Source: an optimization exercise on an open RTL-to-GDS flow (aim: small area). Production flows keep margins and buffers that such runs may drop. Function not checked in this run: the RTL went through the layout flow alone. Power figures rest on the tool's default switching activity, not on a simulated workload.

<file path="flow/run.sh">
#!/bin/bash
# synth_recipe.tcl (not shown) runs the flow's synth.tcl, then flattens the netlist and writes it again
# the make line also repeats each setting of config.mk as NAME=value (left out here)
make -C /OpenROAD-flow-scripts/flow DESIGN_CONFIG=/design/flow/config.mk WORK_HOME=/design/flow/orfs CLKGATE_MAP_FILE= SYNTH_SCRIPT=/design/flow/synth_recipe.tcl finish
</file>
<file path="flow/config.mk">
export PLATFORM = sky130hd
export DESIGN_NAME = core
export DESIGN_NICKNAME = core
export VERILOG_FILES = /design/flow/design.v
export SDC_FILE = /design/flow/constraint.sdc
export NUM_CORES = 4
export LEC_CHECK = 0
export ABC_AREA = 1
export CAP_MARGIN = 20
export CORE_MARGIN = 2
export CORE_UTILIZATION = 60
export SLEW_MARGIN = 20
</file>
<file path="flow/constraint.sdc">
create_clock -name core_clock -period 10.0 [get_ports {clock}]
set_input_delay 2.0000 -clock core_clock [delete_from_list [all_inputs] [get_ports {clock}]]
set_output_delay 2.0000 -clock core_clock [all_outputs]
set_load 0.01 [all_outputs]
</file>
<file path="flow/design.v">
module core
(
    input               clock,
    input               reset_n,
    input               ce,
    output      [15:0]  address,
    input       [ 7:0]  in,
    output reg  [ 7:0]  out,
    output reg          rd,
    output reg          we
);
localparam [4:0]
    LDC  = 5'd0,  ZP   = 5'd1,  AB1  = 5'd2,  ABZ  = 5'd3,
    IX1  = 5'd4,  IX2  = 5'd5,  IX3  = 5'd6,  RUN  = 5'd7,
    BRA  = 5'd8,  JP1  = 5'd9,  JP2  = 5'd10, TRM  = 5'd11,
    POP  = 5'd12, JND0 = 5'd13, JND1 = 5'd14, JND2 = 5'd15,
    JND3 = 5'd16, JSR0 = 5'd17, JSR1 = 5'd18, JSR2 = 5'd19,
    JSR3 = 5'd20, RTS0 = 5'd21, RTS1 = 5'd22, BRK0 = 5'd23,
    BRK1 = 5'd24, BRK2 = 5'd25, BRK3 = 5'd26, BRK4 = 5'd27,
    BRK5 = 5'd28, RTI0 = 5'd29, RTI1 = 5'd30, RTI2 = 5'd31;
localparam [3:0]
    ORA = 0,    AND = 1,    EOR = 2,    ADC = 3,
    STA = 4,    LDA = 5,    CMP = 6,    SBC = 7,
    ASL = 8,    ROL = 9,    LSR = 10,   ROR = 11,
    BIT = 13,   DEC = 14,   INC = 15;
reg [7:0]  a, x, y, s;
reg        fn, fv, f5, fd, fi, fz, fc;
wire [7:0] p = {fn, fv, f5, 1'b0, fd, fi, fz, fc};
reg        cp, vec;
reg [4:0]  t;
reg [15:0] ab, pc;
reg [7:0]  op, w;
assign address = cp ? ab : pc;
reg [3:0] alu;
always @* begin
    alu = 4'bxxxx;
    casex (op)
    8'bxxx_xxx_01: alu = {1'b0, op[7:5]};
    8'b100_xx1_x0: alu = STA;
    8'b101_xx1_x0,
    8'b101_000_x0,
    8'b101_010_00,
    8'b10x_010_10,
    8'b100_110_00: alu = LDA;
    8'b11x_000_00,
    8'b11x_xx1_00: alu = CMP;
    8'b001_0x1_00: alu = BIT;
    8'b110_xx1_10,
    8'b100_010_00,
    8'b110_010_10: alu = DEC;
    8'b111_xx1_10,
    8'b11x_010_00: alu = INC;
    8'b0xx_010_10,
    8'b0xx_xx1_10: alu = {1'b1, op[7:5]};
    endcase
end
reg [1:0] dst;
always @* begin
    casex (op)
    8'h86, 8'hA6, 8'hB6, 8'h96, 8'h8E, 8'hAE,
    8'hBE, 8'hA2, 8'hCA, 8'hE8, 8'h9A,
    8'hE0, 8'b111_xx1_00: dst = 2'd1;
    8'hA0, 8'h84, 8'hA4, 8'h88, 8'hC8,
    8'h8C, 8'hAC, 8'h94, 8'hB4, 8'hBC,
    8'hC0, 8'b110_xx1_00: dst = 2'd2;
    default:              dst = 2'd0;
    endcase
end
reg [1:0] src;
always @* begin
    case (op)
    8'hE8, 8'hCA, 8'h8A: src = 2'd1;
    8'h88, 8'hC8, 8'h98: src = 2'd2;
    8'hA8, 8'hAA,
    8'h0A, 8'h2A, 8'h4A, 8'h6A: src = 2'd3;
    default:             src = 2'd0;
    endcase
end
reg run_st, run_a, run_y, run_x, run_rmw, run_f;
always @* begin
    {run_st, run_a, run_y, run_x, run_rmw, run_f} = 6'b0;
    casex (op)
    8'b100_xxx_01,
    8'b100_xx1_x0: run_st = 1'b1;
    8'bxxx_xxx_01,
    8'b0xx_010_10,
    8'b100_010_10,
    8'b100_110_00: run_a = 1'b1;
    8'b101_xx1_00,
    8'b101_000_00,
    8'b1x0_010_00,
    8'b101_010_00: run_y = 1'b1;
    8'b101_xx1_10,
    8'b101_000_10,
    8'b111_010_00,
    8'b110_010_10,
    8'b101_010_10: run_x = 1'b1;
    8'b0xx_xx1_10,
    8'b11x_xx1_10: run_rmw = 1'b1;
    8'b110_xxx_01,
    8'b11x_000_00,
    8'b11x_xx1_00,
    8'b001_0x1_00: run_f = 1'b1;
    endcase
end
reg imm;
always @* begin
    casex (op)
    8'bxxx_010_x1, 8'b1xx_000_x0: imm = 1'b1;
    default: imm = 1'b0;
    endcase
end
wire idx_y = (op[4:2] == 3'b110) | (op[4] & op[2] & op[7] & ~op[6] & op[1]);
wire idx_x = (op[4:2] == 3'b000) | (op[4] & op[2] & ~(op[7] & ~op[6] & op[1]));
reg [4:0] tn;
always @* begin
    casex (in)
    8'b000_000_00: tn = BRK0;
    8'b010_000_00: tn = RTI0;
    8'b010_011_00: tn = JP1;
    8'b011_011_00: tn = JND0;
    8'b001_000_00: tn = JSR0;
    8'b011_000_00: tn = RTS0;
    8'bxxx_000_x1: tn = IX1;
    8'bxxx_010_x1,
    8'b1xx_000_x0: tn = RUN;
    8'bxxx_100_x1: tn = IX1;
    8'bxxx_110_x1: tn = AB1;
    8'bxxx_001_xx: tn = ZP;
    8'bxxx_011_xx: tn = AB1;
    8'bxxx_101_xx: tn = ZP;
    8'bxxx_111_xx: tn = AB1;
    8'bxxx_100_00: tn = BRA;
    default:       tn = RUN;
    endcase
    casex (in)
    8'b0xx_110_00,
    8'b101_110_00,
    8'b11x_110_00,
    8'b111_010_10,
    8'b10x_110_10: tn = LDC;
    8'b0x0_010_00: tn = TRM;
    8'b0x1_010_00: tn = POP;
    endcase
end
wire l_push = (in[7] == 1'b0) && (in[5:0] == 6'b001000);    
wire l_pull = (in[7] == 1'b0) && (in[5:0] == 6'b101000);    
wire l_rtx  = (in[7:6] == 2'b01) && (in[4:0] == 5'b00000);  
wire l_txs  = (in == 8'h9A);
wire l_tsx  = (in == 8'hBA);
wire l_brk  = (in == 8'h00);
wire [7:0] op1 = dst == 2'd1 ? x : dst == 2'd2 ? y : a;
wire [7:0] op2 = src == 2'd1 ? x : src == 2'd2 ? y : src == 2'd3 ? a : in;
reg  [7:0] ad_a, ad_b;
reg        ad_c;
always @* begin
    ad_a = in; ad_b = 8'h00; ad_c = 1'b0;
    case (t)
    LDC: begin
        ad_a = l_txs ? x : s;
        ad_b = l_push ? 8'hFF : 8'h00;
        ad_c = ~(l_push | l_txs | l_tsx);
    end
    ZP, AB1, IX1: begin
        ad_a = in;
        ad_b = idx_x ? x : idx_y ? y : 8'h00;
    end
    ABZ: begin ad_a = in; ad_c = ab[8]; end
    IX2, JND2, RTS0, RTI0, RTI1, BRK4: begin ad_a = ab[7:0]; ad_c = 1'b1; end
    JSR2, JSR3, BRK1, BRK2, BRK3: begin ad_a = ab[7:0]; ad_b = 8'hFF; end
    RTS1, RTI2: begin ad_a = ab[7:0]; end
    default: begin  
        case (alu)
        ADC: begin ad_a = op1; ad_b = op2;  ad_c = fc; end
        SBC: begin ad_a = op1; ad_b = ~op2; ad_c = fc; end
        CMP: begin ad_a = op1; ad_b = ~op2; ad_c = 1'b1; end
        INC: begin ad_a = op2; ad_c = 1'b1; end
        DEC: begin ad_a = op2; ad_b = 8'hFF; end
        ASL: begin ad_a = op2; ad_b = op2; end
        ROL: begin ad_a = op2; ad_b = op2; ad_c = fc; end
        STA: begin ad_a = op1; end
        default: begin ad_a = op2; end
        endcase
    end
    endcase
end
wire [8:0] ad_cy;
assign ad_cy[0] = ad_c;
genvar gi;
generate for (gi = 0; gi < 8; gi = gi + 1) begin : g_add
    assign ad_cy[gi+1] = (ad_a[gi] & ad_b[gi]) | (ad_cy[gi] & (ad_a[gi] ^ ad_b[gi]));
end endgenerate
wire [8:0] sum = {ad_cy[8], ad_a ^ ad_b ^ ad_cy[7:0]};
reg [7:0] R;
always @* begin
    R = sum[7:0];
    if (t == RUN)
        case (alu)
        ORA: R = op1 | op2;
        AND, BIT: R = op1 & op2;
        EOR: R = op1 ^ op2;
        LSR: R = {1'b0, op2[7:1]};
        ROR: R = {fc, op2[7:1]};
        default: R = sum[7:0];
        endcase
end
wire zero = ~|R;
wire ovf  = ~(ad_a[7] ^ ad_b[7]) & (ad_a[7] ^ sum[7] ^ (alu == SBC));
wire [3:0] bra = {fz, fc, fv, fn};
wire taken = bra[op[7:6]] == op[5];
wire br    = (t == BRA) && taken;
wire [7:0]  pc_ah = (t == RTS1) ? in : pc[15:8];
wire [15:0] pc_b  = br ? {{8{in[7]}}, in} : {15'b0, (t == LDC) && l_brk};
wire [15:0] pc_a = {pc_ah, pc[7:0]};
wire [16:0] pc_cy;
assign pc_cy[0] = 1'b1;
generate for (gi = 0; gi < 16; gi = gi + 1) begin : g_pc
    assign pc_cy[gi+1] = (pc_a[gi] & pc_b[gi]) | (pc_cy[gi] & (pc_a[gi] ^ pc_b[gi]));
end endgenerate
wire [15:0] pc_inc = pc_a ^ pc_b ^ pc_cy[15:0];
always @(posedge clock)
if (reset_n == 1'b0) begin
    {fn, fv, f5, fd, fi, fz, fc} <= 7'b0110001;
    cp  <= 1'b0;
    pc  <= 16'h0000;
    a   <= 8'h80;
    x   <= 8'hFE;
    y   <= 8'hDA;
    s   <= 8'h00;
    t   <= BRK3;
    vec <= 1'b0;
    rd  <= 1'b0;
    we  <= 1'b0;
end
else if (ce) begin
    rd <= 1'b0;
    we <= 1'b0;
    case (t)
    LDC: begin
        pc <= pc_inc;
        op <= in;
        t  <= tn;
        if (l_brk) vec <= 1'b1;
        casex (in)
        8'b00x_110_00: fc <= in[5];
        8'b01x_110_00: fi <= in[5];
        8'b101_110_00: fv <= 1'b0;
        8'b11x_110_00: fd <= in[5];
        endcase
        if (l_txs) s <= sum[7:0];
        if (l_tsx) begin x <= R; fn <= R[7]; fz <= zero; end
        if (l_push) begin
            we  <= 1'b1;
            cp  <= 1'b1;
            out <= in[6] ? a : (p | 8'h30);
            ab  <= {8'h01, s};
            s   <= sum[7:0];
        end
        if (l_pull) begin
            cp <= 1'b1;
            ab <= {8'h01, sum[7:0]};
            s  <= sum[7:0];
        end
        if (l_rtx) begin
            cp <= 1'b1;
            ab <= {8'h01, sum[7:0]};
        end
    end
    ZP:  begin t <= RUN; ab <= {8'h00, sum[7:0]}; cp <= 1'b1; rd <= 1'b1; pc <= pc_inc; end
    AB1: begin t <= ABZ; ab <= {7'h00, sum};                              pc <= pc_inc; end
    ABZ: begin t <= RUN; ab[15:8] <= sum[7:0];    cp <= 1'b1; rd <= 1'b1; pc <= pc_inc; end
    IX1: begin t <= IX2; ab <= {8'h00, sum[7:0]}; cp <= 1'b1;             pc <= pc_inc; end
    IX2: begin t <= IX3; w <= in; ab[7:0] <= sum[7:0]; end
    IX3: begin t <= RUN; rd <= 1'b1; ab <= {in, w}; end
    BRA: begin t <= LDC; pc <= pc_inc; end
    JP1: begin t <= JP2; pc <= pc_inc; w <= in; end
    JP2: begin t <= LDC; pc <= {in, w}; end
    JND0: begin t <= JND1; ab[7:0]  <= in; pc <= pc_inc; end
    JND1: begin t <= JND2; ab[15:8] <= in; pc <= pc_inc; cp <= 1'b1; end
    JND2: begin t <= JND3; pc[7:0]  <= in; ab[7:0] <= sum[7:0]; end
    JND3: begin t <= LDC;  pc[15:8] <= in; cp <= 1'b0; end
    POP: begin
        t  <= LDC;
        cp <= 1'b0;
        if (op[6]) a <= in;
        else {fn, fv, f5, fd, fi, fz, fc} <= {in[7:5], in[3:0]};
    end
    JSR0: begin t <= JSR1; w <= in; pc <= pc_inc; end
    JSR1: begin t <= JSR2; we <= 1'b1; out <= pc[15:8]; ab <= {8'h01, s}; pc[15:8] <= in; cp <= 1'b1; end
    JSR2: begin t <= JSR3; we <= 1'b1; out <= pc[7:0];  ab[7:0] <= sum[7:0]; pc[7:0] <= w; end
    JSR3: begin t <= LDC;  cp <= 1'b0; s <= sum[7:0]; end
    RTS0: begin t <= RTS1; pc[7:0] <= in; ab[7:0] <= sum[7:0]; end
    RTS1: begin t <= LDC;  pc <= pc_inc; s <= sum[7:0]; end
    BRK0: begin t <= BRK1; we <= 1'b1; ab <= {8'h01, s}; out <= pc[15:8]; cp <= 1'b1; end
    BRK1: begin t <= BRK2; we <= 1'b1; ab[7:0] <= sum[7:0]; out <= pc[7:0]; end
    BRK2: begin t <= BRK3; we <= 1'b1; ab[7:0] <= sum[7:0]; out <= p | 8'h10; fi <= 1'b1; end
    BRK3: begin
        t  <= BRK4;
        ab <= {13'h1FFF, vec, vec, 1'b0};
        cp <= 1'b1;
        if (vec) s <= sum[7:0];
    end
    BRK4: begin t <= BRK5; pc[7:0] <= in; ab[7:0] <= sum[7:0]; end
    BRK5: begin t <= LDC;  pc[15:8] <= in; cp <= 1'b0; end
    RTI0: begin t <= RTI1; {fn, fv, f5, fd, fi, fz, fc} <= {in[7:5], in[3:0]}; ab[7:0] <= sum[7:0]; end
    RTI1: begin t <= RTI2; pc[7:0]  <= in; ab[7:0] <= sum[7:0]; end
    RTI2: begin t <= LDC;  pc[15:8] <= in; s <= sum[7:0]; cp <= 1'b0; end
    RUN: begin
        cp <= 1'b0;
        t  <= LDC;
        if (imm) pc <= pc_inc;
        if (run_st) begin
            t <= TRM; out <= R; we <= 1'b1; cp <= 1'b1;
        end else if (run_a | run_y | run_x | run_rmw | run_f) begin
            if (run_a) a <= R;
            if (run_y) y <= R;
            if (run_x) x <= R;
            if (run_rmw) begin t <= TRM; out <= R; we <= 1'b1; cp <= 1'b1; end
            fn <= (alu == BIT) ? in[7] : R[7];
            fz <= zero;
            case (alu)
            ADC, SBC: begin fv <= ovf; fc <= sum[8]; end
            CMP, ASL, ROL: fc <= sum[8];
            LSR, ROR: fc <= op2[0];
            BIT: fv <= in[6];
            default: ;
            endcase
        end
    end
    TRM: begin t <= LDC; cp <= 1'b0; end
    endcase
end
endmodule
</file>
==> results.ini <==
[status]
status = no timing/DRC/antenna violations

[timing]
tightest_slew_ns = 1.067
fmax_mhz = 104.1
hold_viol = 0
setup_viol = 0
tns_ns = 0
final_max_slew_viol_count = 0
post-route-worst-setup-slack_ns = 0.3969
post-route-period-util_pct = 96.03
rsz0062_at_grt = no
max_slew_margin_pct = 28.75
skew_ns = 0.01066
fin_crit_ns = 9.603
hold_slack_ns = 0.4671

[critical_path]
r2r_start = op[6]
crit_path_end_kind = flop
reg2reg_slack_ns = 1.43
slowest_delay_ns = 0.55
cp_slowest_cell = fa_1
crit_buf_inv = 8
worstPathMaxFanout = 3
required_ns = 10.22
crit_family = adder cells
ff2ff_path_depth = 30
path_class = primary input to flop
crit_arrival_ns = 9.82
r2r_end = pc[14]
cpMostUsedCell = fa_1
start_kind = primary input

[logic_synthesis]
yosys-top-cells-count = 316 x nand2_1, 187 x inv_1, 147 x nor2_1
synth.area.top_cells = dfxtp_1 14%, edfxtp_1 13%, nand2_1 13%
yosysUniqueCellTypes = 58
synthFlopType = dfxtp_1
synth_cells = 1393
synth_area_per_cell_um2 = 6.527
async_flop_share_pct = 0
synth-edff-count = 40
syn_nets = 1444
yosysWarnings = 1
synth-seq-cells = 104
yosysTopAreaCell = dfxtp_1
synth_area_um2 = 9092
yosysSeqAreaShare_pct = 27.30
synth.top_cell.area_share_pct = 14.09
yosysMostFrequentCell = nand2_1

[detailed_routing]
drt_first_pass_iters = 7
drc = 0
num_vias = 10416
wirelength_um = 33620
viasPerCell = 6.510
ant_nets = 0
wl_per_cell_um = 21.01
drt_iter0_drc = 1644

[floorplan]
die_w_um = 127.1
start_util_pct = 62.09
die-area_um2 = 16150
core_um2 = 14640
rows = 44
io_pins = 37
die_h_um = 127.1

[clock_network]
clock_latency_ns = 0.36
path_clk_slew_ns = 0.08
ctsHoldBuffers = 0
numCtsBuffers = 9
clock-sinks = 104
max-clock-path-buffers = 2
cts_root_buf = clkbuf_16
cts_tree = done
htree_levels = 3

[hold_path]
hold_path.class = flop to flop
hp-start = pc[15]
whs_endpoint = pc[15]
hold_path_depth = 2

[power]
power_leakage_nw = 4.427
peakVddDrop_v = 0.0001022
power.density_nw_per_um2 = 184.4

[placement]
globalplace.congestion = 1.005
hpwl_um = 25850
dp_slack_ns = -0.05397
portBuffers = 36

[run]
max_cap_violations = 0

[global_routing]
overflow = 0
grt_max_degree = 38
grt_pass1_wl_um = 52360
grt_pass1_vias = 9473
antenna_found_initial = 0
track_usage_pct = 41.58

[layout]
nets = 1462
drive_gt1_share_pct = 6.921
diodes = 0
area_growth_pct = 8.958

metal layers:
metal / global-route usage (%) / up-vias / routed length [um]
met3: 7.747 / 164 / 4157
li1: - / 4750 / -
met1: 54.99 / 4681 / 12670
met4: 20.23 / 0 / 1938
met5: 0 / - / 0
met2: 65.97 / 821 / 14850
through the flow:
step	instances	power, mW	cell area [um^2]	util [%]
5_1_grt	1600	1.910	9907	67.65
4_1_cts	1600	1.772	9901	67.61
3_3_place_gp	1584	1.413	9610	65.63
3_5_place_dp	1584	1.421	9610	65.63
2_1_floorplan	1393	1.122	9092	-
6_report	1600	1.826	9907	67.65
what timing repair did:
| action | CTS | global route |
|---|---|---|
| endpoints found under the setup margin | 0 | 2 |
| buffers inserted | 0 | 0 |
| resized for setup | 0 | 1 |
worst max path at each step:
stage                from  endpoint  slack [ns]  cells after the start
CTS                 in[3]    pc[14]        0.32                     31
finish              in[3]    pc[14]        0.40                     31
floorplan           in[3]    pc[14]        0.68                     31
detailed placement  in[3]    pc[14]       -0.05                     31
global route        in[3]    pc[14]        0.05                     31
global placement    in[3]    pc[14]        0.12                     31
tightest hold or removal path: cells and delay by family (launching register included):
kind | cells | cell delay (ns)
flip-flops | 1 | 0.32
AO/OA/AOI/OAI | 1 | 0.05
AND/OR/NAND/NOR | 1 | 0.06
power breakdown:
group	switching, mW	internal [mW]	leakage [nW]
Clock	0.187	0.174	0.137
Combinational	0.636	0.298	3.40
Sequential	0.0395	0.492	0.886
layout make-up:
type	count	area, um^2
timing repair buffer	54	495.5
clock inverter	7	65.06
tap	184	230.2
fill	1303	4737
inverter	209	784.5
sequential	104	2482
clock buffer	9	225.2
multi-input combinational	1033	5624
flip-flops by register name, summed over array words and instances, names as in the netlist, 8 cells and up:
register,count
s,8
x,8
op,8
y,8
a,8
w,8
out,8
ab,16
pc,16
kinds of logic after synthesis:
family / count (synthesis) / synth area share [%]
simple gates: 631 / 30.43
compound gates: 359 / 23.75
buf+inv: 256 / 10.91
flops: 104 / 27.30
fa+ha+maj: 40 / 7.321
xor+xnor: 3 / 0.2890
cell usage in the layout (no fill, tap or decap), drive strengths merged, types with 2 or more instances in the layout:
| cell type | n |
|---|---|
| clkinvlp | 2 |
| o31ai | 2 |
| clkinv | 6 |
| nand4 | 15 |
| a221oi | 14 |
| ha | 18 |
| a211oi | 24 |
| a22oi | 8 |
| o221ai | 16 |
| or2 | 4 |
| a31oi | 12 |
| nand3b | 5 |
| o21ai | 128 |
| nand2 | 332 |
| a21oi | 102 |
| o22ai | 16 |
| inv | 208 |
| dfxtp | 64 |
| o311ai | 2 |
| edfxtp | 40 |
| clkdlybuf4s50 | 36 |
| fa | 22 |
| nor4 | 11 |
| nand3 | 79 |
| xor2 | 2 |
| clkbuf | 9 |
| nor2 | 157 |
| nor3 | 25 |
| o211ai | 26 |
| buf | 18 |

re-timing with driven ports:
How much do the figures lean on ideal ports? The routed layout below was timed once more, with nothing changed but the port constraints.
Step 1 (the two cells are an assumption about what drives the block):
set clk [get_ports {clock}]
set_driving_cell -lib_cell sky130_fd_sc_hd__clkbuf_16 $clk
set_driving_cell -lib_cell sky130_fd_sc_hd__buf_2 [delete_from_list [all_inputs] $clk]
Step 2, shift: input delay + t, output delay - t, t = (earliest + latest rising clock arrival at the registers) / 2. This alone moves slack from input paths to output paths.
Slacks: ideal / step 1 / step 2; pairs: ideal / step 1.
shift t [ns]: 0.406
setup WS [ns]: 0.397 / 0.421 / 0.015
worst setup path at the end: input to register
slew at the worst register clock pin (ns): 0.08 / 0.08
After both steps setup and hold are still met in this run. The setup slack of this run moves by +0.024 ns with the drivers and by -0.382 ns with both steps.
